What follows belongs to an exercise in optimizing a design on an open flow for small area; a production flow would make more cautious choices. At most, simulation tests tie the RTL to the original design; equivalence was not proved. The RTL of run 2 was laid out without a check of its function. In every run shown here, the design's own scripts or RTL, not TritonCTS, make the clock network. The flow treats the clock pin as an ideal source. Dropping or thinning the clock tree relies on that and would not hold on a real chip. No activity file was given, so power comes from the tool's default toggle rates.

`flow/config.mk`:
```
export PLATFORM = sky130hd
export DESIGN_NAME = dianti_top
export DESIGN_NICKNAME = dianti_top
export VERILOG_FILES = /design/flow/design.v
export SDC_FILE = /design/flow/constraint.sdc
export NUM_CORES = 4
export LEC_CHECK = 0
export CAP_MARGIN = 20
export CORE_MARGIN = 2
export CORE_UTILIZATION = 40
export SLEW_MARGIN = 20
export BUFFER_PORTS_ARGS = -buffer_cell sky130_fd_sc_hd__buf_1
```
`flow/constraint.sdc`:
```
create_clock -name core_clock -period 6.0 [get_ports {clk}]
set_input_delay 1.2000 -clock core_clock [delete_from_list [all_inputs] [get_ports {clk}]]
set_output_delay 1.2000 -clock core_clock [all_outputs]
set_load 0.01 [all_outputs]
```
`flow/design.v`:
```
module dianti_top(
	input		clk,
	input		rst,
	input		kin1,
	input		kin2,
	input		kin3,
	input		kin4,
	input		kin1_up,
	input		kin2_up,
	input		kin2_down,
	input		kin3_up,
	input		kin3_down,
	input		kin4_down,
	output	[7:0]	led,
	output	[3:0]	pos,
	output	[7:0]	seg
	);
	wire [9:0] kin = {kin4_down,kin3_down,kin3_up,kin2_down,kin2_up,kin1_up,kin4,kin3,kin2,kin1};
	reg [9:0] s1, s2;
	always @(posedge clk or posedge rst)
		if (rst) s1 <= 10'd0; else s1 <= kin;
	always @(posedge clk) s2 <= s1;	 
	wire p1 = s1[0]^s2[0], p2 = s1[1]^s2[1], p3 = s1[2]^s2[2], p4 = s1[3]^s2[3];
	wire p1u = s1[4]^s2[4], p2u = s1[5]^s2[5], p2d = s1[6]^s2[6], p3u = s1[7]^s2[7];
	wire p3d = s2[8], p4d = s2[9];
	localparam FL = 2'd0, OP = 2'd3, RD = 2'd1, MV = 2'd2;
	reg [1:0] f, k;
	reg d;
	reg r1, r1u, r2, r2u, r2d, r3, r3u, r3d, r4, r4d;
	wire [3:0] fo = 4'b1 << f;
	wire io = k == OP;
	wire kfl = k == FL;
	wire krd = k == RD;
	wire kmv = k == MV;
	always @(posedge clk)
		if (rst) {r1, r1u, r2, r2u, r2d, r3, r3u, r3d, r4, r4d} <= 10'd0;
		else begin
			r1  <= p1  | (r1  & ~(fo[0] & io));
			r1u <= p1u | (r1u & ~(fo[0] & krd));
			r2  <= p2  | (r2  & ~(fo[1] & io));
			r2u <= p2u | (r2u & ~(fo[1] & krd & d));
			r2d <= p2d | (r2d & ~(fo[1] & krd & ~d));
			r3  <= p3  | (r3  & ~(fo[2] & io));
			r3u <= p3u | (r3u & ~(fo[2] & krd & d));
			r3d <= p3d | (r3d & ~(fo[2] & krd & ~d));
			r4  <= p4  | (r4  & ~(fo[3] & io));
			r4d <= p4d | (r4d & ~(fo[3] & krd));
		end
	wire q1 = r1 | r1u, q2 = r2 | r2u | r2d, q3 = r3 | r3u | r3d, q4 = r4 | r4d;
	wire rf  = fo[0]&r1 | fo[1]&r2 | fo[2]&r3 | fo[3]&r4;
	wire rfu = fo[0]&r1u | fo[1]&r2u | fo[2]&r3u;
	wire rfd = fo[1]&r2d | fo[2]&r3d | fo[3]&r4d;
	wire ab = fo[0]&(q2|q3|q4) | fo[1]&(q3|q4) | fo[2]&q4;
	wire be = fo[1]&q1 | fo[2]&(q1|q2) | fo[3]&(q1|q2|q3);
	wire cu = rf | rfu, cd = rf | rfd;
	wire dop = fo[0] | (~fo[3] & d);
	reg [10:0] cnt;
	always @(posedge clk) cnt <= (io | kmv) ? {cnt[9:0], cnt[10] ^ cnt[1]} : 11'd174;
	wire openDone = &{cnt[10], ~cnt[9], cnt[8], ~cnt[7], ~cnt[5], ~cnt[4], cnt[3], ~cnt[1], cnt[0]};	 
	wire moveDone = &{cnt[9], cnt[7], cnt[3], cnt[2], cnt[0]};					 
	wire k1 = &{~cnt[10], ~cnt[9], ~cnt[7], cnt[6], cnt[4], cnt[2], ~cnt[1], cnt[0]};		 
	wire k952 = &{~cnt[8], cnt[7], cnt[6], cnt[5], cnt[3], ~cnt[2], ~cnt[1], cnt[0]};		 
	wire fc = cnt[10];	 
	reg g;
	always @(posedge clk) g <= ~io | k952 | (g & ~k1);
	wire doorOpen = ~g;
	reg [1:0] kn, fn_; reg dn_;
	always @(*) begin
		kn = k; dn_ = d; fn_ = f;
		case (k)
			FL: if (rf) begin kn = OP; dn_ = dop; end
				else if (d) begin
					if (rfu) begin kn = OP; dn_ = 1'b1; end else if (ab) begin kn = MV; dn_ = 1'b1; end
					else if (rfd) begin kn = OP; dn_ = 1'b0; end else if (be) begin kn = MV; dn_ = 1'b0; end
				end else begin
					if (rfd) begin kn = OP; dn_ = 1'b0; end else if (be) begin kn = MV; dn_ = 1'b0; end
					else if (rfu) begin kn = OP; dn_ = 1'b1; end else if (ab) begin kn = MV; dn_ = 1'b1; end
				end
			OP: if (openDone) kn = RD;
			RD: if (d) begin
					if (ab) kn = MV; else if (fo[2] & rfd) begin kn = OP; dn_ = 1'b0; end
					else if (be) begin kn = MV; dn_ = 1'b0; end else if (cu) kn = OP;
				end else begin
					if (be) kn = MV; else if (ab) begin kn = MV; dn_ = 1'b1; end else if (cd) kn = OP;
				end
			MV: if (moveDone) begin kn = FL; fn_ = d ? f + 2'd1 : f - 2'd1; end
		endcase
	end
	always @(posedge clk)
		if (rst) begin f <= 2'd0; k <= FL; end
		else begin f <= fn_; k <= kn; end
	always @(posedge clk) d <= dn_;
	reg [3:0] nib;
	always @(*)
		case ({f, k, d})
			5'd0: nib = 4'd1;
			5'd1: nib = 4'd1;
			5'd2: nib = 4'd12;
			5'd3: nib = 4'd12;
			5'd4: nib = 4'd2;
			5'd5: nib = 4'd2;
			5'd6: nib = 4'd11;
			5'd7: nib = 4'd11;
			5'd8: nib = 4'd0;
			5'd9: nib = 4'd0;
			5'd10: nib = 4'd4;
			5'd11: nib = 4'd14;
			5'd12: nib = 4'd10;
			5'd13: nib = 4'd6;
			5'd14: nib = 4'd3;
			5'd15: nib = 4'd15;
			5'd16: nib = 4'd9;
			5'd17: nib = 4'd9;
			5'd18: nib = 4'd5;
			5'd19: nib = 4'd13;
			5'd20: nib = 4'd11;
			5'd21: nib = 4'd1;
			5'd22: nib = 4'd7;
			5'd23: nib = 4'd8;
			5'd24: nib = 4'd12;
			5'd25: nib = 4'd12;
			5'd26: nib = 4'd0;
			5'd27: nib = 4'd0;
			5'd28: nib = 4'd15;
			5'd29: nib = 4'd15;
			5'd30: nib = 4'd2;
			5'd31: nib = 4'd2;
		endcase
	wire [1:0] fl = (kfl & fc) ? (d ? f - 2'd1 : f + 2'd1) : f;
	reg la, ledr;
	reg [1:0] lf;
	always @(posedge clk)
		if (rst) la <= 1'b0;
		else if (!la) la <= p1 | p1u | p2 | p2u | p2d | p3 | p3u | p3d | p4 | p4d;
		else if (lf == fl) la <= 1'b0;
	always @(posedge clk)
		if (!la) lf <= (p4 | p4d) ? 2'd3 : (p1 | p1u) ? 2'd0 : (p3 | p3u | p3d) ? 2'd2 : 2'd1;
	always @(posedge clk or posedge rst)
		if (rst) ledr <= 1'b0; else ledr <= la;
	assign led = {8{ledr}};
	reg [1:0] j; reg run;
	always @(posedge clk or posedge rst)
		if (rst) begin j <= 2'b00; run <= 1'b0; end
		else begin j <= {j[0], ~j[1]}; run <= 1'b1; end
	wire sel0 = j == 2'b00, sel1 = j == 2'b01, sel2 = j == 2'b11, sel3 = j == 2'b10;
	assign pos = {sel0 & run, sel3, sel2, sel1};
	reg mu, md;
	always @(posedge clk) if (sel0) begin mu <= kmv & d; md <= kmv & ~d; end
	reg seen;
	always @(posedge clk)
		if (rst) seen <= 1'b0; else if (sel2) seen <= seen | io;
	wire [3:0] dn = ~seen ? 4'd1 : doorOpen ? 4'd13 : 4'd7;
	wire [3:0] rn = mu ? 4'd10 : md ? 4'd9 : 4'd8;
	reg [3:0] fn;
	always @(*)
		case (fl) 2'd0: fn = 4'd11; 2'd1: fn = 4'd12; 2'd2: fn = 4'd2; default: fn = 4'd0; endcase
	reg [3:0] dataP;
	always @(posedge clk or posedge rst)
		if (rst) dataP <= 4'd1;
		else dataP <= sel0 ? dn : sel1 ? nib : sel2 ? rn : fn;
	reg [6:0] sg;
	always @(*)
		case (dataP)
			4'd0: sg = 7'b1100110;
			4'd1: sg = 7'b0111111;
			4'd2: sg = 7'b1001111;
			4'd3: sg = 7'b0000111;
			4'd4: sg = 7'b1111111;
			4'd5: sg = 7'b0001000;
			4'd6: sg = 7'b1101111;
			4'd7: sg = 7'b0111001;
			4'd8: sg = 7'b1000000;
			4'd9: sg = 7'b1011110;
			4'd10: sg = 7'b0111110;
			4'd11: sg = 7'b0000110;
			4'd12: sg = 7'b1011011;
			4'd13: sg = 7'b1110011;
			4'd14: sg = 7'b1111101;
			4'd15: sg = 7'b1101101;
		endcase
	assign seg = {1'b0, sg};
endmodule
```
`flow/flow/run.sh`:
```
#!/bin/bash
# Layout flow: the standard synthesis, then the combinational logic re-mapped
# for area by ABC (registers untouched), small port buffers, and a clock tree of
# four buffers fed by the clock port. Every tool's output goes to a log_*.txt file in this folder.
set -euo pipefail
W=$PWD
R=$W/orfs/results/$FLOW_PLATFORM/dianti_top/base
LIB=$FLOW_HOME/platforms/sky130hd/lib/sky130_fd_sc_hd__tt_025C_1v80.lib
DONT_USE="-dont_use sky130_fd_sc_hd__lpflow_bleeder_1 -dont_use sky130_fd_sc_hd__lpflow_clkbufkapwr_1 -dont_use sky130_fd_sc_hd__lpflow_clkbufkapwr_16 -dont_use sky130_fd_sc_hd__lpflow_clkbufkapwr_2 -dont_use sky130_fd_sc_hd__lpflow_clkbufkapwr_4 -dont_use sky130_fd_sc_hd__lpflow_clkbufkapwr_8 -dont_use sky130_fd_sc_hd__lpflow_clkinvkapwr_1 -dont_use sky130_fd_sc_hd__lpflow_clkinvkapwr_16 -dont_use sky130_fd_sc_hd__lpflow_clkinvkapwr_2 -dont_use sky130_fd_sc_hd__lpflow_clkinvkapwr_4 -dont_use sky130_fd_sc_hd__lpflow_clkinvkapwr_8 -dont_use sky130_fd_sc_hd__lpflow_decapkapwr_12 -dont_use sky130_fd_sc_hd__lpflow_decapkapwr_3 -dont_use sky130_fd_sc_hd__lpflow_decapkapwr_4 -dont_use sky130_fd_sc_hd__lpflow_decapkapwr_6 -dont_use sky130_fd_sc_hd__lpflow_decapkapwr_8 -dont_use sky130_fd_sc_hd__lpflow_inputiso0n_1 -dont_use sky130_fd_sc_hd__lpflow_inputiso0p_1 -dont_use sky130_fd_sc_hd__lpflow_inputiso1n_1 -dont_use sky130_fd_sc_hd__lpflow_inputiso1p_1 -dont_use sky130_fd_sc_hd__lpflow_inputisolatch_1 -dont_use sky130_fd_sc_hd__lpflow_isobufsrc_1 -dont_use sky130_fd_sc_hd__lpflow_isobufsrc_16 -dont_use sky130_fd_sc_hd__lpflow_isobufsrc_2 -dont_use sky130_fd_sc_hd__lpflow_isobufsrc_4 -dont_use sky130_fd_sc_hd__lpflow_isobufsrc_8 -dont_use sky130_fd_sc_hd__lpflow_isobufsrckapwr_16 -dont_use sky130_fd_sc_hd__lpflow_lsbuf_lh_hl_isowell_tap_1 -dont_use sky130_fd_sc_hd__lpflow_lsbuf_lh_hl_isowell_tap_2 -dont_use sky130_fd_sc_hd__lpflow_lsbuf_lh_hl_isowell_tap_4 -dont_use sky130_fd_sc_hd__lpflow_lsbuf_lh_isowell_4 -dont_use sky130_fd_sc_hd__lpflow_lsbuf_lh_isowell_tap_1 -dont_use sky130_fd_sc_hd__lpflow_lsbuf_lh_isowell_tap_2 -dont_use sky130_fd_sc_hd__lpflow_lsbuf_lh_isowell_tap_4 -dont_use sky130_fd_sc_hd__probe_p_8 -dont_use sky130_fd_sc_hd__probec_p_8 "

cat >> config.mk <<'EOC'
export BUFFER_PORTS_ARGS = -buffer_cell sky130_fd_sc_hd__buf_1
EOC
[ -f flow/extra.mk ] && cat flow/extra.mk >> config.mk

bash standard.sh synth > log_synth.txt 2>&1
cp $R/1_2_yosys.v std_netlist.v
# a second starting point for the re-mapping: the same synthesis without half/full-adder
# extraction (it uses half adders as plain AND gates here)
bash standard.sh clean_synth > log_clean_synth.txt 2>&1
if bash standard.sh synth ADDER_MAP_FILE= > log_synth_nofa.txt 2>&1; then
  cp $R/1_2_yosys.v nofa_netlist.v
fi
# a third: the same with ORFS's area-oriented ABC script
bash standard.sh clean_synth > log_clean_synth2.txt 2>&1
if bash standard.sh synth ADDER_MAP_FILE= ABC_AREA=1 > log_synth_area.txt 2>&1; then
  cp $R/1_2_yosys.v area_netlist.v
fi

# re-map the combinational logic with several ABC scripts from each starting point (four
# at a time), keep the smallest result that is equivalent to the standard netlist
# (flip-flops paired by name)
reopt_one() {
  local src=$1 s=$2
  local n=${src}_$(basename $s .script)
  cat > reopt_$n.ys <<EOY
read_liberty -lib $LIB
read_verilog ${src}_netlist.v
hierarchy -top $FLOW_TOP
techmap -map cellmap_$src.v
techmap
opt -fast
abc -script $W/$s -liberty $LIB $DONT_USE -D 6000
opt_clean -purge
hilomap -singleton -hicell sky130_fd_sc_hd__conb_1 HI -locell sky130_fd_sc_hd__conb_1 LO
splitnets
opt_clean -purge
insbuf -buf sky130_fd_sc_hd__buf_4 A X
tee -o stat_$n.txt stat -liberty $LIB
write_verilog -noattr -nohex -nodec net_$n.v
EOY
  timeout 900 yosys -s reopt_$n.ys > log_reopt_$n.txt 2>&1 || return 0
  timeout 900 bash flow/eqcheck.sh $LIB $FLOW_TOP std_netlist.v net_$n.v log_equiv_$n.txt || return 0
  touch ok_$n
}
for src in std nofa area; do
  [ -f ${src}_netlist.v ] || continue
  python3 flow/gen_cellmap.py $LIB ${src}_netlist.v cellmap_$src.v > log_cellmap_$src.txt 2>&1
  for s in flow/abc_*.script; do
    while [ $(jobs -r | wc -l) -ge ${NUM_CORES:-4} ]; do sleep 1; done
    reopt_one $src $s &
  done
done
wait
best=""; best_area=""
for f in ok_*; do
  [ -e "$f" ] || continue
  n=${f#ok_}
  # buf_4 cells only join nets for the netlist writer; the floorplan removes them
  a=$(python3 -c "import re; t=open('stat_$n.txt').read(); a=float(re.search(r'Chip area[^:]*:\s*([0-9.]+)', t).group(1)); m=re.search(r'(\d+)\s+[0-9.]+\s+sky130_fd_sc_hd__buf_4\b', t); print(a - (int(m.group(1)) * 7.5072 if m else 0))")
  echo "$n $a" >> log_candidates.txt
  if [ -z "$best" ] || python3 -c "import sys; sys.exit(0 if $a < $best_area else 1)"; then best=$n; best_area=$a; fi
done
echo "best netlist: $best $best_area" > log_choice.txt
if [ -z "$best" ]; then
  best=std_unchanged
  cp std_netlist.v net_$best.v
fi
cp net_$best.v $R/1_2_yosys.v
rm -f $R/1_synth.odb
bash standard.sh synth > log_synth_odb.txt 2>&1

bash standard.sh place > log_place.txt 2>&1
# clock tree: four clkbuf_8 fed by the clock port, each driving a quarter of the registers
bash standard.sh run RUN_SCRIPT=$W/flow/cts.tcl RUN_LOG_NAME_STEM=4_1_cts_my > log_cts.txt 2>&1
bash standard.sh finish > log_layout.txt 2>&1
```
`flow/flow/abc_ds1.script`:
```
&get -n
&st
&deepsyn -T 30 -S 1
&dch
&nf -a
&put
```
`flow/flow/abc_ds2.script`:
```
&get -n
&st
&deepsyn -T 30 -S 2
&dch
&nf -a
&put
```
`flow/flow/abc_ds3.script`:
```
&get -n
&st
&deepsyn -T 30 -S 3
&dch
&nf -a
&put
```
`flow/flow/abc_ds4.script`:
```
&get -n
&st
&deepsyn -T 30 -S 11
&dch
&nf -a
&put
```
`flow/flow/abc_mix1.script`:
```
&get -n
&st
&syn2
&dch
&nf -a
&st
&syn2
&dch
&nf -a
&st
&syn2
&dch
&nf -a
&st
&deepsyn -T 20
&dch
&nf -a
&put
```
`flow/flow/abc_s3.script`:
```
strash
dch
amap
```
`flow/flow/abc_s4.script`:
```
&get -n
&st
&syn2
&dch
&nf -a
&st
&syn2
&dch
&nf -a
&st
&dch
&nf -a
&put
```
`flow/flow/abc_s9.script`:
```
&get -n
&st
&deepsyn -T 20
&dch
&nf -a
&put
```
`flow/flow/cts.tcl`:
```
proc my_split_clock { clkname bufmaster nx ny } {
  set block [ord::get_db_block]
  set db [ord::get_db]
  set clknet [$block findNet $clkname]
  set master [$db findMaster $bufmaster]
  set sinks {}
  foreach it [$clknet getITerms] {
    set i [$it getInst]
    set loc [$i getLocation]
    lappend sinks [list $it [lindex $loc 0] [lindex $loc 1]]
  }
  set sinks [lsort -integer -index 1 $sinks]
  set n [llength $sinks]
  set groups {}
  for {set a 0} {$a < $nx} {incr a} {
    set lo [expr {$a * $n / $nx}]; set hi [expr {($a + 1) * $n / $nx - 1}]
    set col [lsort -integer -index 2 [lrange $sinks $lo $hi]]
    set m [llength $col]
    for {set b 0} {$b < $ny} {incr b} {
      set lo2 [expr {$b * $m / $ny}]; set hi2 [expr {($b + 1) * $m / $ny - 1}]
      lappend groups [lrange $col $lo2 $hi2]
    }
  }
  set k 0
  foreach g $groups {
    set inst [odb::dbInst_create $block $master clkbuf_leaf_$k]
    set net [odb::dbNet_create $block clk_leaf_$k]
    $net setSigType CLOCK
    set sx 0; set sy 0
    foreach s $g {
      set it [lindex $s 0]
      $it disconnect
      $it connect $net
      set sx [expr {$sx + [lindex $s 1]}]; set sy [expr {$sy + [lindex $s 2]}]
    }
    [$inst findITerm A] connect $clknet
    [$inst findITerm X] connect $net
    $inst setLocation [expr {$sx / [llength $g]}] [expr {$sy / [llength $g]}]
    $inst setPlacementStatus PLACED
    incr k
  }
}

utl::set_metrics_stage "cts__{}"
source $::env(SCRIPTS_DIR)/load.tcl
erase_non_stage_variables cts
load_design 3_place.odb 3_place.sdc

my_split_clock clk sky130_fd_sc_hd__clkbuf_8 2 2
set_propagated_clock [all_clocks]

estimate_parasitics -placement
set_placement_padding -global \
  -left $::env(CELL_PAD_IN_SITES_DETAIL_PLACEMENT) \
  -right $::env(CELL_PAD_IN_SITES_DETAIL_PLACEMENT)
detailed_placement
estimate_parasitics -placement
repair_timing_helper
detailed_placement
check_placement -verbose
report_clock_skew
report_worst_slack -min
report_worst_slack -max
report_metrics 4 "cts final"
orfs_write_db $::env(RESULTS_DIR)/4_1_cts.odb
orfs_write_sdc $::env(RESULTS_DIR)/4_cts.sdc
```
`flow/flow/cutff.py`:
```
# Cut every flip-flop of a yosys-written gate netlist: each flip-flop's outputs become
# inputs of the module and its other inputs (not the clock) become outputs, named after
# the instance, so that two netlists with the same flip-flops can be compared as
# combinational logic.
import re, sys
src, dst = sys.argv[1], sys.argv[2]
txt = open(src).read()
inst_re = re.compile(r'\n(\s*)(sky130_fd_sc_hd__(?:df|edf|sdf)\w+)\s+(\\\S+\s|\S+)\s*\((.*?)\);', re.S)
newports, assigns = [], []
def clean(n):
    return re.sub(r'[^A-Za-z0-9_]', '_', n.strip().lstrip('\\'))
def repl(m):
    inst = clean(m.group(3))
    for pm in re.finditer(r'\.(\w+)\(([^()]*)\)', m.group(4)):
        pin, conn = pm.group(1), pm.group(2).strip()
        if pin in ('CLK', 'CLK_N') or conn == '': continue
        name = 'ff_%s__%s' % (inst, pin)
        if pin.startswith('Q'):
            newports.append(('input', name)); assigns.append('  assign %s = %s ;' % (conn, name))
        else:
            newports.append(('output', name)); assigns.append('  assign %s = %s ;' % (name, conn))
    return '\n'
body = inst_re.sub(repl, txt)
m = re.search(r'module\s+(\S+)\s*\((.*?)\);', body, re.S)
ports = m.group(2).rstrip()
ports = ports + (',\n' if ports.strip() else '') + ',\n'.join('  ' + n for _, n in newports)
body = body[:m.start()] + 'module %s(%s);\n' % (m.group(1), ports) + '\n'.join('  %s %s;' % (d, n) for d, n in newports) + '\n' + body[m.end():]
body = body.replace('endmodule', '\n'.join(assigns) + '\nendmodule', 1)
open(dst, 'w').write(body)
```
`flow/flow/eqcheck.sh`:
```
#!/bin/bash
# usage: eqcheck.sh lib top std.v new.v [log] -> exit 0 when equivalent with flip-flops paired by name
set -e
LIB=$1; TOP=$2
D=$(mktemp -d eqXXXX)
python3 $(dirname $0)/cutff.py $3 $D/a.v
python3 $(dirname $0)/cutff.py $4 $D/b.v
cat > $D/eq.ys <<EOY
read_liberty -ignore_miss_func $LIB
read_verilog $D/a.v
rename $TOP gold
read_verilog $D/b.v
rename $TOP gate
select -assert-none gate/t:\$* gold/t:\$*
flatten gold gate
hierarchy -check
miter -equiv -flatten -make_assert gold gate miter
hierarchy -top miter
sat -verify -prove-asserts -show-ports miter
EOY
yosys -s $D/eq.ys > ${5:-$D/eq.log} 2>&1
```
`flow/flow/gen_cellmap.py`:
```
# Generate Verilog behavioural models (for yosys techmap) of the combinational cells
# of the sky130hd liberty that a netlist uses.
import re, sys
lib, netlist, out = sys.argv[1], sys.argv[2], sys.argv[3]
used = set(re.findall(r'^\s*(sky130_fd_sc_hd__\w+)\s', open(netlist).read(), re.M))
txt = open(lib).read()
mods = []
for m in re.finditer(r'\n\s*cell\s*\(\s*"?(sky130_fd_sc_hd__\w+)"?\s*\)\s*\{', txt):
    name = m.group(1)
    if name not in used: continue
    # cell body: find matching brace
    i = m.end(); depth = 1
    while depth:
        c = txt[i]
        if c == '{': depth += 1
        elif c == '}': depth -= 1
        i += 1
    body = txt[m.end():i]
    if re.search(r'\b(ff|latch|statetable)\s*\(', body): continue
    pins = []
    for pm in re.finditer(r'\bpin\s*\(\s*"?(\w+)"?\s*\)\s*\{', body):
        j = pm.end(); d = 1
        while d:
            c = body[j]
            if c == '{': d += 1
            elif c == '}': d -= 1
            j += 1
        pb = body[pm.end():j]
        dirm = re.search(r'direction\s*:\s*"?(\w+)"?', pb)
        fm = re.search(r'function\s*:\s*"([^"]*)"', pb)
        pins.append((pm.group(1), dirm.group(1) if dirm else None, fm.group(1) if fm else None))
    ins = [p for p, d, f in pins if d == 'input']
    outs = [(p, f) for p, d, f in pins if d == 'output']
    if not outs or any(f is None for p, f in outs):
        print("skip", name, file=sys.stderr); continue
    def conv(f):
        f = f.replace('!', '~').replace('*', '&').replace('+', '|')
        f = re.sub(r'(\w)\s+(?=[\w(~])', r'\1 & ', f)
        f = re.sub(r'\)\s+(?=[\w(~])', ') & ', f)
        return f
    ports = ins + [p for p, f in outs]
    s = "module %s(%s);\n" % (name, ", ".join(ports))
    for p in ins: s += "  input %s;\n" % p
    for p, f in outs: s += "  output %s;\n  assign %s = %s;\n" % (p, p, conv(f))
    s += "endmodule\n"
    mods.append(s)
open(out, 'w').write("(* techmap_celltype = \"\" *)\n".join([]) + "".join(mods))
```
`flow/standard.sh`:
```
#!/bin/bash
# synth_recipe.tcl (not shown) runs the flow's synth.tcl, then flattens the netlist and writes it again
# the make line also repeats each setting of config.mk as NAME=value (left out here)
make -C /OpenROAD-flow-scripts/flow DESIGN_CONFIG=/design/flow/config.mk WORK_HOME=/design/flow/orfs CLKGATE_MAP_FILE= SYNTH_SCRIPT=/design/flow/synth_recipe.tcl "${@:-finish}"
```
==> qor.yml, run 1 <==
placed_design:
  portBuffers: 30
  place.gp.congestion: 0.839
  dp_hpwl_um: 3510
  dpl.cell_count: 362
setup_path:
  critPathLaunch: "dataP[0]"
  cp_common_cell: "sky130_fd_sc_hd__nor2_1"
  startpoint_type: "flip-flop"
  timing.rr.start: "f[0]"
  worstPathBufferInverterCount: 1
  endpoint_kind: "primary output"
  worstPathRequired_ns: 4.80
  kind_of_cell_with_the_highest_combined_delay_on_the_critical_path: "simple AND/OR/NAND/NOR gates"
  cp_max_fanout: 5
  timing.critical_path.slowest_stage_cell: "sky130_fd_sc_hd__dfstp_2"
  worstSetupPathType: "flip-flop to primary output"
  path_cells: "nand2_1 > nor2_1 > nor2_1 > nor2_1 > a21oi_1 > nor2b_1 > o21ai_0 > buf_1"
  cp_data_arrival_time_ns: 1.72
  cpPeakStageDelay_ns: 0.58
sta:
  timing_worst_slew_pin_value_ns: 0.751
  max_clock_freq_ghz: 0.342
  grt_setup_unrepaired: "false"
  worst_relative_slew_slack: 0.499
  final.setup_skew_ns: 0.00800
  period_minus_slack_ns: 2.92
  finish_stage_setup_viols: 0
  drv_slew: 0
  min_period_over_period: 0.487
  totalNegativeSetupSlack_ns: 0
  final-hold-violation-count: 0
final_layout:
  antenna_cells_inserted: 0
  final_core_utilization: 0.451
  drive_above_1_share: 0.0172
  nFillCells: 603
  area.sequential_um2: 1360
  area_delta_synth_final_pct: 7.10
  fin_cells: 366
  nNetsFinal: 305
  multi_input_gate_area_in_the_final_layout_um2: 1030
job:
  cap_violations: 0
power_and_ir_drop:
  p_total_w: 0.000678
  pwr_dens_nw_per_um2: 251
  power.ir.vdd_worst_mv: 0.225
  leakage_nw: 0.987
synthesis:
  syn-instance-count: 268
  post_synth.cell_area_avg_um2: 9.40
  yosysWarningCount: 1
  syn-num-nets: 280
  syn-cell-area_um2: 2520
outcome:
  outcome: "timing/DRC/antenna clean"
floorplanning:
  die_area_um2: 6950
  die_w_um: 83.4
  core.rowCount: 28
  io-pin-count: 32
  chipHeight_um: 83.4
  initial_core_util: 0.421
  core_area_um2: 5990
drt:
  post-route-drc-count: 0
  wl_per_cell_um: 13.3
  drt-vias-per-instance: 5.16
  drt_iter0_markers: 104
  detailedRoute.firstPassIterationCount: 4
  drtAntennaViolNets: 0
  routed_wirelength_um: 4860
  detailroute.via_count: 1890
cts:
  worst_setup_hold_path_clk_slew_ns: 0.09
  clkLatencyLatePin_ns: 0.15
global_route:
  gr-total-overflow: 0
  grt_antenna_before_repair: 0
  grt_pass1_wl_um: 8240
  global_route.usage.total: 0.136
  grt_start_max_net_pins: 21
  grt_pass1_vias: 1784
worst_hold_path:
  holdCritPathClass: "flip-flop to flip-flop"
  hold_path_startpoint: "s1[8]"
## cells in the final DEF, fill, tap and decap left out, types with 9 or more instances in the layout
cell type	count
sky130_fd_sc_hd__dfxtp_1	38
sky130_fd_sc_hd__a21oi_1	22
sky130_fd_sc_hd__nand2_1	23
sky130_fd_sc_hd__dfrtp_1	17
sky130_fd_sc_hd__o21ai_0	13
sky130_fd_sc_hd__nor2_1	34
sky130_fd_sc_hd__xor2_1	9
sky130_fd_sc_hd__clkinv_1	11
sky130_fd_sc_hd__buf_1	30
## power by group
group          switching, W  total (W)  internal [W]  leakage [nW]
Combinational     0.0000374  0.0000648     0.0000274         0.380
Clock             0.0000937   0.000155     0.0000615        0.0288
Sequential        0.0000216   0.000458      0.000436         0.579
Total              0.000153   0.000678      0.000525         0.987
## worst paths after layout
path	to	slack, ns	cells after the start
min in group asynchronous	ledr	1.43	2
setup / recovery	seg[3]	3.08	8
setup reg to reg	k[1]	3.55	7
hold reg to reg	s2[8]	0.35	0
max in group asynchronous	dataP[0]	4.21	2
hold / removal	s2[8]	0.35	0
## metrics by stage
step                hold WS (ns)  area [um2]  worst slack, ns
finish                     0.350        2700             3.08
global route               0.355        2700             2.77
detailed placement         0.332        2640             2.87
global placement           0.326        2640             2.94
floorplan                  0.324        2520             3.36
## cell type report
cell class / instances / area share
inverter: 11 / 0.0153
buffer: 4 / 0.0204
multi-input combinational: 185 / 0.383
timing repair buffer: 30 / 0.0417
tap: 75 / 0.0348
sequential: 61 / 0.505
## routing by layer
layer  part of all wire  up-vias  global-route usage
li1                   -      963                   -
met1               0.49      874               0.195
met2               0.45       47               0.222
met3              0.046        6              0.0159
met4              0.019        0              0.0283
met5                  0        -                   0
## flip-flops by register name, indices dropped and copies added (netlist names), 2 cells and up
| name | flops |
|---|---|
| s2 | 10 |
| dataP | 4 |
| s1 | 10 |
| lf | 2 |
| k | 2 |
| j | 2 |
| f | 2 |
| cnt | 11 |
==> inputs of run 2 (changes only) <==
--- a/flow/design.v
+++ b/flow/design.v
@@ -86,7 +86,7 @@
 			MV: if (moveDone) begin kn = FL; fn_ = d ? f + 2'd1 : f - 2'd1; end
 		endcase
 	end
-	always @(posedge clk)
+	always @(posedge clk or posedge rst)
 		if (rst) begin f <= 2'd0; k <= FL; end
 		else begin f <= fn_; k <= kn; end
 	always @(posedge clk) d <= dn_;
@@ -129,7 +129,7 @@
 	wire [1:0] fl = (kfl & fc) ? (d ? f - 2'd1 : f + 2'd1) : f;
 	reg la, ledr;
 	reg [1:0] lf;
-	always @(posedge clk)
+	always @(posedge clk or posedge rst)
 		if (rst) la <= 1'b0;
 		else if (!la) la <= p1 | p1u | p2 | p2u | p2d | p3 | p3u | p3d | p4 | p4d;
 		else if (lf == fl) la <= 1'b0;
@@ -147,7 +147,7 @@
 	reg mu, md;
 	always @(posedge clk) if (sel0) begin mu <= kmv & d; md <= kmv & ~d; end
 	reg seen;
-	always @(posedge clk)
+	always @(posedge clk or posedge rst)
 		if (rst) seen <= 1'b0; else if (sel2) seen <= seen | io;
 	wire [3:0] dn = ~seen ? 4'd1 : doorOpen ? 4'd13 : 4'd7;
 	wire [3:0] rn = mu ? 4'd10 : md ? 4'd9 : 4'd8;
--- a/flow/flow/cts.tcl
+++ b/flow/flow/cts.tcl
@@ -46,7 +46,10 @@
 erase_non_stage_variables cts
 load_design 3_place.odb 3_place.sdc
 
-my_split_clock clk sky130_fd_sc_hd__clkbuf_8 2 2
+set nx 2; set ny 2
+if { [info exists ::env(FLOW_CLK_SPLIT)] } { lassign $::env(FLOW_CLK_SPLIT) nx ny }
+puts "clock split: $nx x $ny"
+my_split_clock clk sky130_fd_sc_hd__clkbuf_8 $nx $ny
 set_propagated_clock [all_clocks]
 
 estimate_parasitics -placement
==> qor.yml, run 2 <==
outcome:
  outcome: "timing/DRC/antenna clean"  # unchanged
global_route:
  grt_antenna_before_repair: 0  # unchanged
  grt_pass1_wl_um: 8380  # was 8240 um
  gr-total-overflow: 0  # unchanged
  grt_pass1_vias: 1811  # was 1784
  grt_start_max_net_pins: 27  # was 21
  global_route.usage.total: 0.138  # was 0.136
final_layout:
  top_register: "cnt"  # unchanged
  area_delta_synth_final_pct: 7.06  # was 7.10%
  drive_above_1_share: 0.0177  # was 0.0172
  nNetsFinal: 296  # was 305
  antenna_cells_inserted: 0  # unchanged
  largest_reg_flops: 11  # unchanged
  most-common-layout-cells: "sky130_fd_sc_hd__dfxtp_1, sky130_fd_sc_hd__buf_1, sky130_fd_sc_hd__nand2_1, sky130_fd_sc_hd__nor2_1, sky130_fd_sc_hd__dfrtp_1"  # was sky130_fd_sc_hd__dfxtp_1, sky130_fd_sc_hd__nor2_1, sky130_fd_sc_hd__buf_1, sky130_fd_sc_hd__nand2_1, sky130_fd_sc_hd__a21oi_1
  biggestRegsByFlops: "cnt x11, s1 x10, s2 x10"  # unchanged
  final_common_cell: "sky130_fd_sc_hd__dfxtp_1"  # unchanged
floorplanning:
  die_area_um2: 6990  # was 6950 um2
  die_w_um: 83.6  # was 83.4 um
  core.rowCount: 28  # unchanged
  initial_core_util: 0.420  # was 0.421
  io-pin-count: 32  # unchanged
  core_area_um2: 6030  # was 5990 um2
  chipHeight_um: 83.6  # was 83.4 um
placed_design:
  place.gp.congestion: 0.932  # was 0.839
  dp_hpwl_um: 3620  # was 3510 um
  portBuffers: 30  # unchanged
power_and_ir_drop:
  p_total_w: 0.000781  # was 0.000678 W
  total_switching_power_w: 0.000204  # was 0.000153 W
  pwr_dens_nw_per_um2: 288  # was 251 nW/um2
  leakage_nw: 1.03  # was 0.987 nW
  power.ir.vdd_worst_mv: 0.216  # was 0.225 mV
  clkPwrFrac: 0.202  # was 0.229
  power.internal_w: 0.000577  # was 0.000525 W
  power_switching_share: 0.261  # was 0.225
  p_seq_frac: 0.649  # was 0.675
  comb_power_share: 0.149  # was 0.096
sta:
  final-hold-violation-count: 0  # unchanged
  final.setup_skew_ns: 0.0107  # was 0.00800 ns
  min_period_over_period: 0.424  # was 0.487
  worst_relative_slew_slack: 0.409  # was 0.499
  totalNegativeSetupSlack_ns: 0  # unchanged
  timing_worst_slew_pin_value_ns: 0.881  # was 0.751 ns
  max_clock_freq_ghz: 0.393  # was 0.342 GHz
  finish_stage_setup_viols: 0  # unchanged
  grt_setup_unrepaired: "false"  # unchanged
  period_minus_slack_ns: 2.55  # was 2.92 ns
  drv_slew: 0  # unchanged
drt:
  drt_iter0_markers: 141  # was 104
  drtAntennaViolNets: 0  # unchanged
  detailedRoute.firstPassIterationCount: 4  # unchanged
  routed_wirelength_um: 4880  # was 4860 um
  drt-vias-per-instance: 5.25  # was 5.16
  post-route-drc-count: 0  # unchanged
  wl_per_cell_um: 13.7  # was 13.3 um
  detailroute.via_count: 1876  # was 1890
worst_hold_path:
  holdCritPathClass: "flip-flop to flip-flop"  # unchanged
job:
  cap_violations: 0  # unchanged
setup_path:
  worstPathRequired_ns: 6.04  # was 4.80 ns
  endpoint_kind: "flip-flop"  # was primary output
  cp_data_arrival_time_ns: 2.59  # was 1.72 ns
  cp_max_fanout: 26  # was 5
  worstSetupPathType: "flip-flop to flip-flop"  # was flip-flop to primary output
  startpoint_type: "flip-flop"  # unchanged
synthesis:
  syn-num-nets: 271  # was 280
  yosysWarningCount: 1  # unchanged
  syn-cell-area_um2: 2530  # was 2520 um2
  syn-instance-count: 259  # was 268
  post_synth.cell_area_avg_um2: 9.78  # was 9.40 um2
cts:
  worst_setup_hold_path_clk_slew_ns: 0.09  # about the same
  clkLatencyLatePin_ns: 0.15  # about the same
==> run 2: cell count changes in the layout (fill, tap and decap cells not counted), sizes merged, moves of 3 or more <==
cell,previous run,this run
nor2b,7,1
xor2,9,6
dfrtp,17,23
dfxtp,38,32
nand2,23,27
a21oi,22,19
nor2,34,24
==> run 2: layout make-up <==
| class | count | area [um2] |
|---|---|---|
| Buffer | 4 | 55.1 |
| Fill cell | 569 | 3310 |
| Inverter | 12 | 45.0 |
| Multi-Input combinational cell | 175 | 1010 |
| Sequential cell | 61 | 1390 |
| Tap cell | 75 | 93.8 |
| Timing Repair Buffer | 30 | 113 |
==> run 2: path summary, 6_finish.rpt <==
| path | start | endpoint | slack (ns) | cells past startpoint |
|---|---|---|---|---|
| setup reg to reg | k[1] | k[1] | 3.45 | 7 |
| hold / removal | s1[9] | s2[9] | 0.35 | 0 |
| hold reg to reg | s1[9] | s2[9] | 0.35 | 0 |
| setup / recovery | k[1] | k[1] | 3.45 | 7 |
| max in group asynchronous | rst | la | 4.26 | 2 |
| min in group asynchronous | rst | f[1] | 1.32 | 2 |
==> run 2: per-layer routing <==
layer / track usage / up-vias / wire, um
met2: 0.241 / 59 / 2260
li1: - / 949 / -
met3: 0.00890 / 8 / 244
met5: 0 / - / 0
met1: 0.191 / 860 / 2280
met4: 0.0235 / 0 / 80
==> run 2: power groups by stage <==
stage                     registers, W  clock network (W)  logic (W)
final                         0.000507           0.000158   0.000117
after global routing          0.000514           0.000181   0.000132
after CTS                     0.000507           0.000167   0.000118
after detailed placement      0.000515                  0   0.000117
after global placement        0.000516                  0   0.000116
after floorplan               0.000501                  0  0.0000947
==> run 2: through the flow <==
step                      worst slack (ns)  instance area (um2)  cells   util  hold WS, ns
after floorplan                       3.79                 2530    259      -        0.324
after global placement                3.57                 2660    353  0.441        0.326
after detailed placement              3.50                 2660    353  0.441        0.331
after global routing                  3.30                 2710    357  0.450        0.355
final                                 3.45                 2710    357  0.450        0.349
==> run 2: worst max-delay path, stage by stage, from the launching register on <==
cell and delay [ns]:
sky130_fd_sc_hd__dfrtp_1 0.85, sky130_fd_sc_hd__clkinv_1 0.32, sky130_fd_sc_hd__nand2_1 0.25, sky130_fd_sc_hd__nand2_1 0.11
sky130_fd_sc_hd__o21ai_0 0.22, sky130_fd_sc_hd__a32o_1 0.21, sky130_fd_sc_hd__mux2i_1 0.11, sky130_fd_sc_hd__o41a_1 0.37
==> inputs of run 3 (changes only) <==
--- a/flow/design.v
+++ b/flow/design.v
@@ -86,7 +86,7 @@
 			MV: if (moveDone) begin kn = FL; fn_ = d ? f + 2'd1 : f - 2'd1; end
 		endcase
 	end
-	always @(posedge clk or posedge rst)
+	always @(posedge clk)
 		if (rst) begin f <= 2'd0; k <= FL; end
 		else begin f <= fn_; k <= kn; end
 	always @(posedge clk) d <= dn_;
@@ -129,7 +129,7 @@
 	wire [1:0] fl = (kfl & fc) ? (d ? f - 2'd1 : f + 2'd1) : f;
 	reg la, ledr;
 	reg [1:0] lf;
-	always @(posedge clk or posedge rst)
+	always @(posedge clk)
 		if (rst) la <= 1'b0;
 		else if (!la) la <= p1 | p1u | p2 | p2u | p2d | p3 | p3u | p3d | p4 | p4d;
 		else if (lf == fl) la <= 1'b0;
@@ -147,7 +147,7 @@
 	reg mu, md;
 	always @(posedge clk) if (sel0) begin mu <= kmv & d; md <= kmv & ~d; end
 	reg seen;
-	always @(posedge clk or posedge rst)
+	always @(posedge clk)
 		if (rst) seen <= 1'b0; else if (sel2) seen <= seen | io;
 	wire [3:0] dn = ~seen ? 4'd1 : doorOpen ? 4'd13 : 4'd7;
 	wire [3:0] rn = mu ? 4'd10 : md ? 4'd9 : 4'd8;
==> qor.yml, run 3 <==
setup_path:
  timing.reg2reg.worst_path_depth: 7  # unchanged
  startpoint_type: "flip-flop"  # unchanged
  path_cells: "nand2_1 > nor2_1 > nor2_1 > nor2_1 > a21oi_1 > nor2b_1 > o21ai_0 > buf_1"  # was clkinv_1 > nand2_1 > nand2_1 > o21ai_0 > a32o_1 > mux2i_1 > o41a_1
  cpPeakStageDelay_ns: 0.58  # was 0.85 ns
  kind_of_cell_with_the_highest_combined_delay_on_the_critical_path: "simple AND/OR/NAND/NOR gates"  # was flip-flops
  cp_common_cell: "sky130_fd_sc_hd__nor2_1"  # was sky130_fd_sc_hd__nand2_1
  endpoint_kind: "primary output"  # was flip-flop
  cp_data_arrival_time_ns: 1.72  # was 2.59 ns
  timing.rr.start: "f[0]"  # was k[1]
  timing.critical_path.slowest_stage_cell: "sky130_fd_sc_hd__dfstp_2"  # was sky130_fd_sc_hd__dfrtp_1
  endpoint_of_the_worst_register_to_register_path: "k[1]"  # unchanged
  reg2reg_slack_ns: 3.55  # was 3.45 ns
  worstPathBufferInverterCount: 1  # unchanged
  cp_max_fanout: 5  # was 26
  worstSetupPathType: "flip-flop to primary output"  # was flip-flop to flip-flop
  worstPathRequired_ns: 4.80  # was 6.04 ns
power_and_ir_drop:
  power.ir.vdd_worst_mv: 0.225  # was 0.216 mV
  power.internal_w: 0.000525  # was 0.000577 W
  p_seq_frac: 0.675  # was 0.649
  total_switching_power_w: 0.000153  # was 0.000204 W
  comb_power_share: 0.096  # was 0.149
  power_switching_share: 0.225  # was 0.261
  leakage_nw: 0.987  # was 1.03 nW
  pwr_dens_nw_per_um2: 251  # was 288 nW/um2
  clkPwrFrac: 0.229  # was 0.202
sta:
  final.setup_skew_ns: 0.00800  # was 0.0107 ns
  grt_setup_unrepaired: "false"  # unchanged
  period_minus_slack_ns: 2.92  # was 2.55 ns
  drv_slew: 0  # unchanged
  final-hold-violation-count: 0  # unchanged
  worst_relative_slew_slack: 0.499  # was 0.409
  min_period_over_period: 0.487  # was 0.424
  max_clock_freq_ghz: 0.342  # was 0.393 GHz
  totalNegativeSetupSlack_ns: 0  # unchanged
  timing_worst_slew_pin_value_ns: 0.751  # was 0.881 ns
  finish_stage_setup_viols: 0  # unchanged
final_layout:
  nNetsFinal: 305  # was 296
  fin_cells: 366  # was 357
  nFillCells: 603  # was 569
  largest_reg_flops: 11  # unchanged
  antenna_cells_inserted: 0  # unchanged
  area.sequential_um2: 1360  # was 1390 um2
  drive_above_1_share: 0.0172  # was 0.0177
  top_register: "cnt"  # unchanged
  final_common_cell: "sky130_fd_sc_hd__dfxtp_1"  # unchanged
  most-common-layout-cells: "sky130_fd_sc_hd__dfxtp_1, sky130_fd_sc_hd__nor2_1, sky130_fd_sc_hd__buf_1, sky130_fd_sc_hd__nand2_1, sky130_fd_sc_hd__a21oi_1"  # was sky130_fd_sc_hd__dfxtp_1, sky130_fd_sc_hd__buf_1, sky130_fd_sc_hd__nand2_1, sky130_fd_sc_hd__nor2_1, sky130_fd_sc_hd__dfrtp_1
  area_delta_synth_final_pct: 7.10  # was 7.06%
  biggestRegsByFlops: "cnt x11, s1 x10, s2 x10"  # unchanged
  multi_input_gate_area_in_the_final_layout_um2: 1030  # was 1010 um2
cts:
  worst_setup_hold_path_clk_slew_ns: 0.09  # about the same
  clkLatencyLatePin_ns: 0.15  # about the same
synthesis:
  post_synth.cell_area_avg_um2: 9.40  # was 9.78 um2
  yosysWarningCount: 1  # unchanged
  syn-instance-count: 268  # was 259
  syn-cell-area_um2: 2520  # was 2530 um2
  syn-num-nets: 280  # was 271
floorplanning:
  io-pin-count: 32  # unchanged
  core_area_um2: 5990  # was 6030 um2
  chipHeight_um: 83.4  # was 83.6 um
  initial_core_util: 0.421  # was 0.420
  core.rowCount: 28  # unchanged
  die_w_um: 83.4  # was 83.6 um
  die_area_um2: 6950  # was 6990 um2
global_route:
  global_route.usage.total: 0.136  # was 0.138
  grt_pass1_vias: 1784  # was 1811
  gr-total-overflow: 0  # unchanged
  grt_start_max_net_pins: 21  # was 27
  grt_pass1_wl_um: 8240  # was 8380 um
  grt_antenna_before_repair: 0  # unchanged
worst_hold_path:
  hold_path_startpoint: "s1[8]"  # was s1[9]
  worst_hold_path.num_cells: 0  # unchanged
  worstHoldEndpoint: "s2[8]"  # was s2[9]
  holdCritPathClass: "flip-flop to flip-flop"  # unchanged
drt:
  detailedRoute.firstPassIterationCount: 4  # unchanged
  detailroute.via_count: 1890  # was 1876
  drt-vias-per-instance: 5.16  # was 5.25
  wl_per_cell_um: 13.3  # was 13.7 um
  drt_iter0_markers: 104  # was 141
  drtAntennaViolNets: 0  # unchanged
  routed_wirelength_um: 4860  # was 4880 um
  post-route-drc-count: 0  # unchanged
placed_design:
  dp_hpwl_um: 3510  # was 3620 um
  portBuffers: 30  # unchanged
  place.gp.congestion: 0.839  # was 0.932
  dpl.cell_count: 362  # was 353
outcome:
  outcome: "timing/DRC/antenna clean"  # unchanged
job:
  cap_violations: 0  # unchanged
run 3: layer usage:
layer | global-route usage | part of all wire
met5 | 0 | 0
met4 | 0.0283 | 0.019
met3 | 0.0159 | 0.046
met2 | 0.222 | 0.45
met1 | 0.195 | 0.49
run 3: worst reg2reg max path, cell delays in order, from the launching register on:
cell                      delay, ns
sky130_fd_sc_hd__dfxtp_1       0.76
sky130_fd_sc_hd__nor2_1        0.24
sky130_fd_sc_hd__a221o_1       0.43
sky130_fd_sc_hd__o21ai_0       0.25
sky130_fd_sc_hd__nand3_1       0.14
sky130_fd_sc_hd__a21oi_1       0.25
sky130_fd_sc_hd__o21ai_0       0.14
sky130_fd_sc_hd__a31oi_1       0.17
run 3: worst max path at each step:
stage / start / end / cells after the start
6_report: dataP[0] / seg[3] / 8
5_1_grt: rst / f[0] / 4
3_3_place_gp: rst / f[0] / 4
2_1_floorplan: dataP[0] / seg[3] / 7
3_5_place_dp: rst / f[0] / 4
4_1_cts: rst / f[0] / 4
run 3: cell type report:
class / instances / area share
flip-flops and latches: 61 / 0.505
multi-input cells: 185 / 0.383
repair buffers: 30 / 0.0417
well taps: 75 / 0.0348
plain buffers: 4 / 0.0204
inverters: 11 / 0.0153
run 3: metrics by stage:
| stage | utilization | instance area [um2] | setup WS [ns] | hold WS [ns] | power [W] |
|---|---|---|---|---|---|
| 2_1_floorplan | - | 2520 | 3.36 | 0.324 | 0.000513 |
| 3_5_place_dp | 0.441 | 2640 | 2.87 | 0.332 | 0.000532 |
| 6_report | 0.451 | 2700 | 3.08 | 0.350 | 0.000678 |
| 5_1_grt | 0.451 | 2700 | 2.77 | 0.355 | 0.000711 |
| 3_3_place_gp | 0.441 | 2640 | 2.94 | 0.326 | 0.000531 |
run 3: power by group through the flow:
stage | Combinational, W | Clock, W | Sequential, W
after floorplan | 0.0000525 | 0 | 0.000460
after global placement | 0.0000643 | 0 | 0.000466
after detailed placement | 0.0000651 | 0 | 0.000467
after CTS | 0.0000653 | 0.000161 | 0.000458
after global routing | 0.0000736 | 0.000176 | 0.000462
final | 0.0000648 | 0.000155 | 0.000458
==> inputs of run 4 (changes only) <==
==> flow/flow/abc_ds5.script (new file) <==
&get -n
&st
&deepsyn -T 30 -S 65
&dch
&nf -a
&put
==> flow/flow/abc_ds6.script (new file) <==
&get -n
&st
&deepsyn -T 30 -S 78
&dch
&nf -a
&put
==> flow/flow/abc_ds7.script (new file) <==
&get -n
&st
&deepsyn -T 30 -S 91
&dch
&nf -a
&put
==> flow/flow/abc_ds8.script (new file) <==
&get -n
&st
&deepsyn -T 30 -S 104
&dch
&nf -a
&put
==> flow/flow/abc_mix2.script (new file) <==
&get -n
&st
&syn2
&dch
&nf -a
&st
&syn2
&dch
&nf -a
&st
&deepsyn -T 30 -S 99
&dch -f
&nf -a
&put
==> qor.yml, run 4 <==
final_layout:
  nNetsFinal: 299  # was 305
  area.sequential_um2: 1360  # unchanged
  top_register: "cnt"  # unchanged
  final_common_cell: "sky130_fd_sc_hd__dfxtp_1"  # unchanged
  nFillCells: 589  # was 603
  biggestRegsByFlops: "cnt x11, s1 x10, s2 x10"  # unchanged
  largest_reg_flops: 11  # unchanged
  most-common-layout-cells: "sky130_fd_sc_hd__dfxtp_1, sky130_fd_sc_hd__nor2_1, sky130_fd_sc_hd__buf_1, sky130_fd_sc_hd__a21oi_1, sky130_fd_sc_hd__dfrtp_1"  # was sky130_fd_sc_hd__dfxtp_1, sky130_fd_sc_hd__nor2_1, sky130_fd_sc_hd__buf_1, sky130_fd_sc_hd__nand2_1, sky130_fd_sc_hd__a21oi_1
  area_delta_synth_final_pct: 7.41  # was 7.10%
  multi_input_gate_area_in_the_final_layout_um2: 1040  # was 1030 um2
  antenna_cells_inserted: 0  # unchanged
  drive_above_1_share: 0.0211  # was 0.0172
  final_core_utilization: 0.451  # about the same
placed_design:
  dp_hpwl_um: 3640  # was 3510 um
  place.gp.congestion: 0.915  # was 0.839
  portBuffers: 30  # unchanged
  dp_worst_setup_slack_ns: 3.15  # was 2.87 ns
setup_path:
  path_cells: "and2_0 > nor2b_1 > nor2_1 > o32a_1 > buf_1"  # was nand2_1 > nor2_1 > nor2_1 > nor2_1 > a21oi_1 > nor2b_1 > o21ai_0 > buf_1
  endpoint_kind: "primary output"  # unchanged
  timing.rr.start: "f[0]"  # unchanged
  reg2reg_slack_ns: 3.55  # about the same
  cp_max_fanout: 5  # unchanged
  startpoint_type: "flip-flop"  # unchanged
  worstPathRequired_ns: 4.80  # about the same
  timing.critical_path.slowest_stage_cell: "sky130_fd_sc_hd__dfstp_2"  # unchanged
  cp_data_arrival_time_ns: 1.45  # was 1.72 ns
  worstSetupPathType: "flip-flop to primary output"  # unchanged
  timing.reg2reg.worst_path_depth: 7  # unchanged
  endpoint_of_the_worst_register_to_register_path: "k[0]"  # was k[1]
  cpPeakStageDelay_ns: 0.57  # was 0.58 ns
floorplanning:
  core.rowCount: 28  # unchanged
  chipHeight_um: 83.3  # was 83.4 um
  io-pin-count: 32  # unchanged
  die_area_um2: 6940  # was 6950 um2
  core_area_um2: 5990  # unchanged
  initial_core_util: 0.420  # was 0.421
  die_w_um: 83.3  # was 83.4 um
worst_hold_path:
  worst_hold_path.num_cells: 0  # unchanged
  holdCritPathClass: "flip-flop to flip-flop"  # unchanged
  worstHoldEndpoint: "s2[8]"  # unchanged
  hold_path_startpoint: "s1[8]"  # unchanged
global_route:
  gr-total-overflow: 0  # unchanged
  grt_antenna_before_repair: 0  # unchanged
  global_route.usage.total: 0.137  # was 0.136
  grt_start_max_net_pins: 18  # was 21
  grt_pass1_wl_um: 8260  # was 8240 um
  grt_pass1_vias: 1707  # was 1784
power_and_ir_drop:
  leakage_nw: 0.991  # was 0.987 nW
  pwr_dens_nw_per_um2: 252  # was 251 nW/um2
  power.ir.vdd_worst_mv: 0.169  # was 0.225 mV
  p_total_w: 0.000681  # was 0.000678 W
sta:
  grt_setup_unrepaired: "false"  # unchanged
  min_period_over_period: 0.442  # was 0.487
  finish_stage_setup_viols: 0  # unchanged
  whs_ns: 0.346  # was 0.350 ns
  timing_worst_slew_pin_value_ns: 0.613  # was 0.751 ns
  final-hold-violation-count: 0  # unchanged
  fin_ws_ns: 3.35  # was 3.08 ns
  worst_relative_slew_slack: 0.591  # was 0.499
  final.setup_skew_ns: 0.00959  # was 0.00800 ns
  totalNegativeSetupSlack_ns: 0  # unchanged
  drv_slew: 0  # unchanged
  period_minus_slack_ns: 2.65  # was 2.92 ns
  max_clock_freq_ghz: 0.377  # was 0.342 GHz
synthesis:
  syn-cell-area_um2: 2520  # about the same
  syn-instance-count: 261  # was 268
  syn-num-nets: 273  # was 280
  yosysWarningCount: 1  # unchanged
  post_synth.cell_area_avg_um2: 9.65  # was 9.40 um2
drt:
  drtAntennaViolNets: 0  # unchanged
  post-route-drc-count: 0  # unchanged
  routed_wirelength_um: 4810  # was 4860 um
  drt_iter0_markers: 110  # was 104
  wl_per_cell_um: 13.4  # was 13.3 um
  detailroute.via_count: 1906  # was 1890
  drt-vias-per-instance: 5.29  # was 5.16
  detailedRoute.firstPassIterationCount: 4  # unchanged
job:
  cap_violations: 0  # unchanged
outcome:
  outcome: "timing/DRC/antenna clean"  # unchanged
cts:
  clkLatencyLatePin_ns: 0.15  # about the same
  worst_setup_hold_path_clk_slew_ns: 0.10  # was 0.09 ns
==> run 4: worst max path at each step <==
| stage | startpoint | to | slack [ns] |
|---|---|---|---|
| after floorplan | dataP[0] | seg[4] | 3.66 |
| after global placement | rst | la | 3.24 |
| after detailed placement | rst | la | 3.15 |
| after CTS | rst | la | 3.33 |
| after global routing | rst | la | 3.15 |
| final | dataP[0] | seg[5] | 3.35 |
==> run 4: area by class of cell <==
type	count	share of cell area
Sequential cell	61	0.504
Multi-Input combinational cell	181	0.385
Timing Repair Buffer	31	0.0444
Tap cell	75	0.0347
Buffer	4	0.0204
Inverter	8	0.0111
==> run 4: per-stage QoR <==
stage	cells	cell area (um2)
after floorplan	261	2520
after global placement	356	2650
after detailed placement	356	2650
after global routing	360	2700
final	360	2700
==> run 4: metal layers <==
layer	wire [um]	up-vias	GRT usage
met4	81	0	0.0328
met3	191	6	0.00994
li1	-	952	-
met1	2280	898	0.193
met5	0	-	0
met2	2260	50	0.231
==> run 4: power breakdown <==
part,leakage [nW],internal [W],switching (W)
sequential,0.579,0.000436,0.0000202
clock,0.0288,0.0000616,0.0000964
combinational,0.384,0.0000291,0.0000380
total,0.991,0.000527,0.000155
==> run 4: worst max-delay path, delay by kind of cell (launching register included) <==
family                 cells  cell delay (ns)
flip-flops                 1             0.57
buffers and inverters      1             0.13
AND/OR/NAND/NOR            3             0.39
AO/OA/AOI/OAI              1             0.19

-- what the ideal ports hide --
How much do the figures lean on ideal ports? The routed layouts below were timed once more, with nothing changed but the port constraints. Step 1 sets driving cells, clkbuf_16 on the clock port and buf_2 on the other inputs (assumed; they add their load-dependent delay and slew). Step 2 also shifts input and output timing later by t, the mid clock arrival at the registers, as if the neighbouring blocks saw the same clock. Three values: ideal, step 1, step 2; two values: the first two.
run | t (ns) | setup slack, ns | worst setup path at the end | cell pins on the clock port's net
run 1 | 0.204 | 3.079 / 3.021 / 2.923 | input to register | 4
run 2 | 0.203 | 3.454 / 3.415 / 3.454 | register to register | 4
run 3 | 0.204 | 3.079 / 3.021 / 2.923 | input to register | 4
run 4 | 0.204 | 3.347 / 3.292 / 3.234 | input to register | 4
After both steps every run listed still meets setup and hold.
